From an optimization exercise on the open Yosys and OpenROAD flow, aimed at small area, a short achievable clock period and few clock cycles per item; shortcuts taken in it are not production practice. At most, simulation tests tie the RTL to the original design; equivalence was not proved.

Setup of JK:
==> flow/design.v <==
module interp_add #(
  parameter int N    = 16,
  parameter int ARCH = 1
) (
  input  [N-1:0] a,
  input  [N-1:0] b,
  input          ci,
  output [N-1:0] s,
  output         co
);
  logic [N:0] g0, p0, g, pp;
  always_comb begin
    g0[0] = ci; p0[0] = 1'b0;
    for (int i = 0; i < N; i++) begin
      g0[i+1] = a[i] & b[i];
      p0[i+1] = a[i] ^ b[i];
    end
    g = g0; pp = p0;
    if (ARCH == 0) begin
      for (int i = 1; i <= N; i++) g[i] = g0[i] | (p0[i] & g[i-1]);
    end else if (ARCH == 2) begin
      for (int l = 1; l <= N; l = l * 2) begin
        for (int i = N; i >= l; i--) begin
          g[i]  = g[i] | (pp[i] & g[i-l]);
          pp[i] = pp[i] & pp[i-l];
        end
      end
    end else begin
      for (int l = 1; 2 * l <= N + 1; l = l * 2) begin
        for (int i = 2 * l - 1; i <= N; i += 2 * l) begin
          g[i]  = g[i] | (pp[i] & g[i-l]);
          pp[i] = pp[i] & pp[i-l];
        end
      end
      for (int l = 16; l >= 1; l = l / 2) begin
        for (int i = 3 * l - 1; i <= N; i += 2 * l) begin
          g[i]  = g[i] | (pp[i] & g[i-l]);
          pp[i] = pp[i] & pp[i-l];
        end
      end
    end
  end
  for (genvar i = 0; i < N; i++) begin : sum
    assign s[i] = p0[i+1] ^ g[i];
  end
  assign co = g[N];
endmodule
module interpolate_cal #(
  parameter  int unsigned HALF_SIZE = 16,
  parameter  int unsigned DATA_SIZE = 16
) (
  input clk,
  input rstn,
  input en,
  input [0:7][DATA_SIZE-1:0] feat,
  input [0:8][DATA_SIZE-1:0] x,  
  input [0:8][DATA_SIZE-1:0] y,
  input [0:8][DATA_SIZE-1:0] z,
  output logic [DATA_SIZE-1:0] interpolated_feat,
  output logic done
);
localparam int W = DATA_SIZE;
logic         busy;         
logic [3:0]   op;           
logic [1:0]   cnt;          
logic         first;        
logic [W-1:0] r;            
logic [W-1:0] d;            
logic         p_valid;      
logic [3:0]   p_nib;        
logic [W-1:0] p, m, a, b;
logic [W-1:0] d_norm;
logic [1:0]   k_norm;
always_comb begin
  if (d[15:12] != 4'd0)     begin d_norm = d;         k_norm = 2'd0; end
  else if (d[11:8] != 4'd0) begin d_norm = d << 4;    k_norm = 2'd1; end
  else if (d[7:4] != 4'd0)  begin d_norm = d << 8;    k_norm = 2'd2; end
  else                      begin d_norm = d << 12;   k_norm = 2'd3; end
end
wire [W-1:0] dv   = first ? d_norm : d;
wire [1:0]   left = first ? k_norm : cnt;
wire idle   = !busy && !p_valid;
wire start  = idle && en;
wire last   = busy && (left == 2'd0);
wire load   = start || (last && op != 4'd10);
wire [3:0] lop = busy ? op + 4'd1 : 4'd1;    
logic [W-1:0] d_a, d_b, n_a, n_b;
always_comb begin
  d_a = x[1]; d_b = x[0];
  case (lop)
    4'd1:  begin d_a = x[1]; d_b = x[0]; end
    4'd2:  begin d_a = y[2]; d_b = y[0]; end
    4'd3:  begin d_a = x[3]; d_b = x[2]; end
    4'd4:  begin d_a = y[2]; d_b = y[0]; end
    4'd5:  begin d_a = z[4]; d_b = z[0]; end
    4'd6:  begin d_a = x[5]; d_b = x[4]; end
    4'd7:  begin d_a = y[6]; d_b = y[4]; end
    4'd8:  begin d_a = x[7]; d_b = x[6]; end
    4'd9:  begin d_a = y[6]; d_b = y[4]; end
    4'd10: begin d_a = z[4]; d_b = z[0]; end
    default: ;
  endcase
  case (lop)
    4'd2, 4'd7: n_a = y[8];
    4'd5:       n_a = z[8];
    4'd4, 4'd9, 4'd10: n_a = d_a;
    default:    n_a = x[8];
  endcase
  case (lop)
    4'd4, 4'd9: n_b = y[8];
    4'd10:      n_b = z[8];
    default:    n_b = d_b;
  endcase
end
wire [W-1:0] n_new, d_new;
interp_add #(W, 1) u_nsub (.a(n_a), .b(~n_b), .ci(1'b1), .s(n_new), .co());
interp_add #(W, 1) u_dsub (.a(d_a), .b(~d_b), .ci(1'b1), .s(d_new), .co());
logic [W-1:0] rs [0:4];
logic [3:0]   nib;
assign rs[0] = r;
for (genvar j = 0; j < 4; j++) begin : step
  localparam int S = 3 - j;
  wire [W-1:0] dsh  = dv << S;
  wire         fits = (S == 0) ? 1'b1 : ~|dv[W-1 -: (S == 0 ? 1 : S)];
  wire [W-1:0] diff;
  wire         nb;
  interp_add #(W, 2) u_sub (.a(rs[j]), .b(~dsh), .ci(1'b1), .s(diff), .co(nb));
  assign nib[S]  = nb & fits;
  assign rs[j+1] = nib[S] ? diff : rs[j];
end
always_ff @(posedge clk) begin
  if (!rstn) begin
    busy  <= 1'b0;
    op    <= 4'd1;
  end else if (load) begin
    busy  <= 1'b1;
    op    <= lop;
  end else if (last) begin
    busy  <= 1'b0;
  end
end
always_ff @(posedge clk) begin
  first <= load;
  if (load) begin
    r   <= n_new;
    d   <= d_new;
  end else begin
    r   <= rs[4];
    d   <= dv >> 4;
  end
  cnt <= left - 2'd1;
end
always_ff @(posedge clk) begin
  if (!rstn) begin
    p_valid <= 1'b0;
    done    <= 1'b0;
  end else begin
    p_valid <= busy;
    done    <= p_valid && !busy;
  end
  p_nib   <= nib;
end
wire x_op  = (op == 4'd1) || (op == 4'd3) || (op == 4'd6) || (op == 4'd8);
wire [W-1:0] f_a = (op == 4'd1) ? feat[0] : (op == 4'd3) ? feat[2] :
                   (op == 4'd6) ? feat[4] : feat[6];
wire [W-1:0] f_b = (op == 4'd1) ? feat[1] : (op == 4'd3) ? feat[3] :
                   (op == 4'd6) ? feat[5] : feat[7];
wire [W-1:0] f_sum;
interp_add #(W, 1) u_fadd (.a(f_a), .b(f_b), .ci(1'b0), .s(f_sum), .co());
wire p_fin  = first || !busy;                               
wire add_a  = first && (op == 4'd5 || op == 4'd10);         
wire add_b  = !busy;                                        
wire [W-1:0] addend = add_a ? a : add_b ? b : '0;
wire [W-1:0] p_new = (p << 4) + addend
                   + (p_nib[3] ? (m << 3) : '0)
                   + (p_nib[2] ? (m << 2) : '0)
                   + (p_nib[1] ? (m << 1) : '0)
                   + (p_nib[0] ? m : '0);
always_ff @(posedge clk) begin
  if (start)
    p <= '0;
  else if (p_valid)
    p <= (p_fin && busy) ? '0 : p_new;
  if (busy && first)
    m <= x_op ? f_sum : p_new;
  if (p_valid && first && (op == 4'd3 || op == 4'd8)) a <= p_new;   
  if (p_valid && first && op == 4'd6) b <= p_new;                    
end
assign interpolated_feat = p;
endmodule
module interp_top #(
  parameter  int unsigned W = 16
) (
  input              clk,
  input              rstn,
  input              en,
  input  [8*W-1:0]   feat,
  input  [9*W-1:0]   x,
  input  [9*W-1:0]   y,
  input  [9*W-1:0]   z,
  output [W-1:0]     interpolated_feat,
  output             done
);
logic [0:7][W-1:0] feat_arr;
logic [0:8][W-1:0] x_arr, y_arr, z_arr;
genvar g;
generate
  for (g = 0; g < 8; g = g + 1) begin : feat_unpack
    assign feat_arr[g] = feat[g*W +: W];
  end
  for (g = 0; g < 9; g = g + 1) begin : xyz_unpack
    assign x_arr[g] = x[g*W +: W];
    assign y_arr[g] = y[g*W +: W];
    assign z_arr[g] = z[g*W +: W];
  end
endgenerate
interpolate_cal #(
  .DATA_SIZE(W)
) INTERP (
  .clk               (clk),
  .rstn              (rstn),
  .en                (en),
  .feat              (feat_arr),
  .x                 (x_arr),
  .y                 (y_arr),
  .z                 (z_arr),
  .interpolated_feat (interpolated_feat),
  .done              (done)
);
endmodule
export LEC_CHECK = 0
export CAP_MARGIN = 20
export CORE_MARGIN = 2
export CORE_UTILIZATION = 40
export PLACE_DENSITY = 0.6
export SLEW_MARGIN = 20
create_clock -name core_clock -period 33.0 [get_ports {clk}]
standard.sh (not shown) runs the stock make flow with config.mk's settings and CLKGATE_MAP_FILE= SYNTH_SCRIPT=/design/flow/synth_recipe.tcl, a recipe that flattens the netlist after the stock synthesis.
==> flow/flow/run.sh <==
#!/bin/bash
set -euo pipefail
export BUFFER_PORTS_ARGS="-buffer_cell sky130_fd_sc_hd__buf_1"
export SETUP_SLACK_MARGIN=24
bash standard.sh > standard_flow.log 2>&1
In summary, JK completed successfully, with a layout that passed the timing, DRC and antenna checks.
Testbench counts of JK, summed over its fixed seeds: cycles 65,649, items 2,400.
Inputs modified between JK and MS:
==> flow/flow/run.sh <==
#!/bin/bash
set -euo pipefail
export BUFFER_PORTS_ARGS="-buffer_cell sky130_fd_sc_hd__buf_1"
bash standard.sh > standard_flow.log 2>&1
--- outcome ---
Re layout-stage area growth over the synthesis result: JK and MS aren't equal, and the higher value belongs to JK. Vias after detailed routing: MS vs JK down 3.3%. Summary of MS over JK: number of buffers outside the clock class in the layout now sits lower; total routed wirelength now sits lower; setup slack now sits lower. Taking JK as the reference, in MS global-route usage over all layers now smaller; summed instance area of the synthesized netlist comparable; clock-buffer cell count now larger. Setup slack after placement, JK and MS, lower one = MS.

========
// interp_top: RTL as listed in full above, without the edits since
clock: 33.0 ns
lec_check: 0
cap_margin: 20
core_margin: 2
core_utilization: 40
place_density: 0.6
slew_margin: 20
==> flow/flow/run.sh <==
#!/bin/bash
set -euo pipefail
export BUFFER_PORTS_ARGS="-buffer_cell sky130_fd_sc_hd__buf_1"
export SETUP_SLACK_MARGIN=22
bash standard.sh > standard_flow.log 2>&1
The first run went through all stages and came out clean.
Testbench counts at the start, summed over its fixed seeds: cycles 65,649, items 2,400.
Then changed:
==> flow/flow/run.sh (replaced) <==
#!/bin/bash
set -euo pipefail
export BUFFER_PORTS_ARGS="-buffer_cell sky130_fd_sc_hd__buf_1"
export SETUP_SLACK_MARGIN=23
bash standard.sh > standard_flow.log 2>&1
--- a/flow/config.mk
+++ b/flow/config.mk
@@ -8,5 +8,5 @@
 export CAP_MARGIN = 20
 export CORE_MARGIN = 2
-export CORE_UTILIZATION = 40
-export PLACE_DENSITY = 0.6
+export CORE_UTILIZATION = 65
+export PLACE_DENSITY = 0.8
 export SLEW_MARGIN = 20
- The changed run never finished: it broke off in 3_2_place_iop
- area after synthesis stays the same
- synthesized cell count does not change
Then changed:
--- a/flow/config.mk
+++ b/flow/config.mk
@@ -8,5 +8,5 @@
 export CAP_MARGIN = 20
 export CORE_MARGIN = 2
-export CORE_UTILIZATION = 65
-export PLACE_DENSITY = 0.8
+export CORE_UTILIZATION = 40
+export PLACE_DENSITY = 0.6
 export SLEW_MARGIN = 20
This time the run completed without violations.
Synthesized area stays the same.
Synthesized cell count does not change.

========
## run 1
Another version of the RTL of interp_top (not shown whole).
Size in the first run: about 2,100 cells after synthesis, roughly 110 flip-flops, ~580 I/O pins, ~0.015 mm² of cells after synthesis.
Settings: LEC_CHECK=0, ABC_AREA=1, CAP_MARGIN=20, CORE_MARGIN=2, CORE_UTILIZATION=40, PLACE_DENSITY=0.6, SLEW_MARGIN=20; clock period 33.0 ns.
==> flow/flow/run.sh <==
#!/bin/bash
set -euo pipefail
export BUFFER_PORTS_ARGS="-buffer_cell sky130_fd_sc_hd__buf_1"
export SETUP_SLACK_MARGIN=23
bash standard.sh > standard_flow.log 2>&1
Testbench counts of run 1, summed over its fixed seeds: cycles 65,649, items 2,400.
Relative to run 1, the following input files were edited for run 2:
- ABC_AREA removed (was 1)
==> flow/run.sh (new file) <==
#!/bin/bash
# synth_recipe.tcl (not shown) runs the flow's synth.tcl, then flattens the netlist and writes it again
# the make line also repeats each setting of config.mk as NAME=value (left out here)
make -C /OpenROAD-flow-scripts/flow DESIGN_CONFIG=/design/flow/config.mk WORK_HOME=/design/flow/orfs CLKGATE_MAP_FILE= SYNTH_SCRIPT=/design/flow/synth_recipe.tcl finish
removed: flow/flow/run.sh
removed: flow/standard.sh
Results
What run 1 reported for number of combinational gates with multiple inputs has to be multiplied by 0.832 to get the figure for run 2.
Run 2 vs. run 1: core utilization went up by 7.3 points; worst setup slack went down by 1.86 ns; critical path depth went up by 22; basic-gate share of the synthesized area counting and, or, nand and nor cells went down by 8.8 points; pin count of the biggest net entering global routing went down by 1.
End point of the critical path = INTERP.r[4]: run 2; end point of the critical path = INTERP.r[13]: run 1
[compare] base=run 1 new=run 2: global routing usage on met2 has increased, wire length has decreased.
The following lists how run 3 was set up differently from run 2:
- swapping 0.6 for 0.75 in PLACE_DENSITY
==> flow/flow/run.sh (new file) <==
#!/bin/bash
set -euo pipefail
export BUFFER_PORTS_ARGS="-buffer_cell sky130_fd_sc_hd__buf_1"
export SETUP_SLACK_MARGIN=23
bash standard.sh > standard_flow.log 2>&1
==> flow/standard.sh (new file) <==
#!/bin/bash
# synth_recipe.tcl (not shown) runs the flow's synth.tcl, then flattens the netlist and writes it again
# the make line also repeats each setting of config.mk as NAME=value (left out here)
make -C /OpenROAD-flow-scripts/flow DESIGN_CONFIG=/design/flow/config.mk WORK_HOME=/design/flow/orfs CLKGATE_MAP_FILE= SYNTH_SCRIPT=/design/flow/synth_recipe.tcl "${@:-finish}"
removed: flow/run.sh
Both conditions hold for run 3: the flow ran to the end and the final layout passed the timing, DRC and antenna checks.
Compared with run 2, number of nets in the layout in run 3 increased slightly.
Going from run 2 to run 3, average wire length per cell after detail routing down 3.9%; overall routing resource usage has decreased.
| worst path setup slack after routing | run 3 vs run 2 | better |
> inputs changed (run 3 -> run 4)
- swapping 0.75 for 0.65 in PLACE_DENSITY
- putting CORE_ASPECT_RATIO at 0.25 where nothing was set
- swapping 40 for 55 in CORE_UTILIZATION
==> run summary <==
Going from run 3 to run 4, the count of clock-buffer cells in the layout was found to have gone down by 3.
Across both runs, number of cells on the critical path was lower for run 4 than for run 3.
Starting density of the core ended up 16 points higher on run 4 than on run 3.
Minimum clock period (lower): run 3
Looking only at growth of design area from synthesis to finish, and setting everything else aside, the lower value of run 4 and run 3 goes to run 4.
[run 4] number of non-filler instances in the completed layout fell about 5% relative to run 3
Row routed wire length: run 4 lower / run 3 higher
Relative to run 3, the upper clock frequency limit measured on run 4 has decreased slightly.
The following lists how run 5 was set up differently from run 4:
- PLACE_DENSITY: 0.65 -> 0.6
- CORE_UTILIZATION: 55 -> 40
- CORE_ASPECT_RATIO: 0.25 -> unset
### Flow results
Number of buffers outside the clock class in the layout ended up 10 lower on run 5 than on run 4. [compare] base=run 4 new=run 5: worst hold slack saw little to no change, first-pass iteration count of the detailed router saw a decrease.

========
== trial 13 ==
interp_top, a different RTL version from the one above (not shown whole).
For scale: about 110 flip-flops, about 580 I/O pins, about 15000 sq um of cells after synthesis.
==> flow/config.mk <==
export PLATFORM = sky130hd
export DESIGN_NAME = interp_top
export DESIGN_NICKNAME = interp_top
export VERILOG_FILES = /design/flow/design.v
export SDC_FILE = /design/flow/constraint.sdc
export NUM_CORES = 4
export LEC_CHECK = 0
export CAP_MARGIN = 20
export CORE_MARGIN = 2
export CORE_UTILIZATION = 40
export PLACE_DENSITY = 0.6
export SLEW_MARGIN = 20
==> flow/constraint.sdc <==
create_clock -name core_clock -period 33.0 [get_ports {clk}]
set_input_delay 6.6000 -clock core_clock [delete_from_list [all_inputs] [get_ports {clk}]]
set_output_delay 6.6000 -clock core_clock [all_outputs]
set_load 0.01 [all_outputs]
==> flow/flow/run.sh <==
#!/bin/bash
set -euo pipefail
export BUFFER_PORTS_ARGS="-buffer_cell sky130_fd_sc_hd__buf_1"
export SETUP_SLACK_MARGIN=21
bash standard.sh > standard_flow.log 2>&1
Every stage of the flow completed for trial 13, and the final layout passed the timing, DRC and antenna checks.
Input changes introduced in build 26 (baseline for comparison: trial 13):
diff --git a/flow/flow/run.sh b/flow/flow/run.sh
--- a/flow/flow/run.sh
+++ b/flow/flow/run.sh
@@ -4 +4 @@
-export SETUP_SLACK_MARGIN=21
+export SETUP_SLACK_MARGIN=23
Findings:
Reported for build 26 and trial 13, gate count after technology mapping turned out identical to the last digit.
Against trial 13 as the reference, build 26 delivers a higher met3 wire length.
Largest net degree at the start of global routing grows by a few percent when moving from trial 13 to build 26.
Between trial 13 and build 26, the flow reports detailed-routed wire length on met2 increasing by a few percent.
Changes observed in build 26 relative to trial 13: number of cells on the critical path went up 8.7%; design area grew by 2200 sq um; final clock skew essentially unchanged; cell count rose 4.5%.
Function was not checked in any run of this note: the RTL went through the layout flow alone.

==> re-timing with driven ports <==
The flow's constraints put no driver on any port. The routed layouts listed below were extracted and timed again, unchanged, in two steps.
Step 1 (the two cells are an assumption about what drives the block):
set clk [get_ports {clk}]
set_driving_cell -lib_cell sky130_fd_sc_hd__clkbuf_16 $clk
set_driving_cell -lib_cell sky130_fd_sc_hd__buf_2 [delete_from_list [all_inputs] $clk]
Step 2 times the ports against the registers' clock, not the clock port: input delays grow and output delays shrink by t, the midpoint of the rising clock arrivals with the driver on.
Slacks: no drivers / after step 1 / after step 2; pairs: no drivers / after step 1.
run | t, ns | setup slack, ns | pins driven straight from the clock port
JK | 0.406 | 23.365 / 23.366 / 22.960 | 1
MS | 0.400 | 19.566 / 19.566 / 19.566 | 1
the first run of note 2 | 0.400 | 22.586 / 22.586 / 22.337 | 1
the third run of note 2 | 0.402 | 23.134 / 23.069 / 22.667 | 1
run 1 | 0.412 | 23.076 / 23.086 / 22.673 | 1
run 2 | 0.401 | 21.219 / 21.219 / 21.219 | 1
run 3 | 0.401 | 23.123 / 23.143 / 22.742 | 1
run 4 | 0.417 | 22.927 / 22.933 / 22.516 | 1
run 5 | 0.404 | 23.059 / 23.082 / 22.678 | 1
trial 13 | 0.408 | 21.519 / 21.490 / 21.082 | 1
build 26 | 0.410 | 22.515 / 22.447 / 22.037 | 1
After both steps setup and hold are still met in every run listed. The setup slack of build 26, which loses most, moves by -0.068 ns with the drivers and by -0.478 ns with both steps.
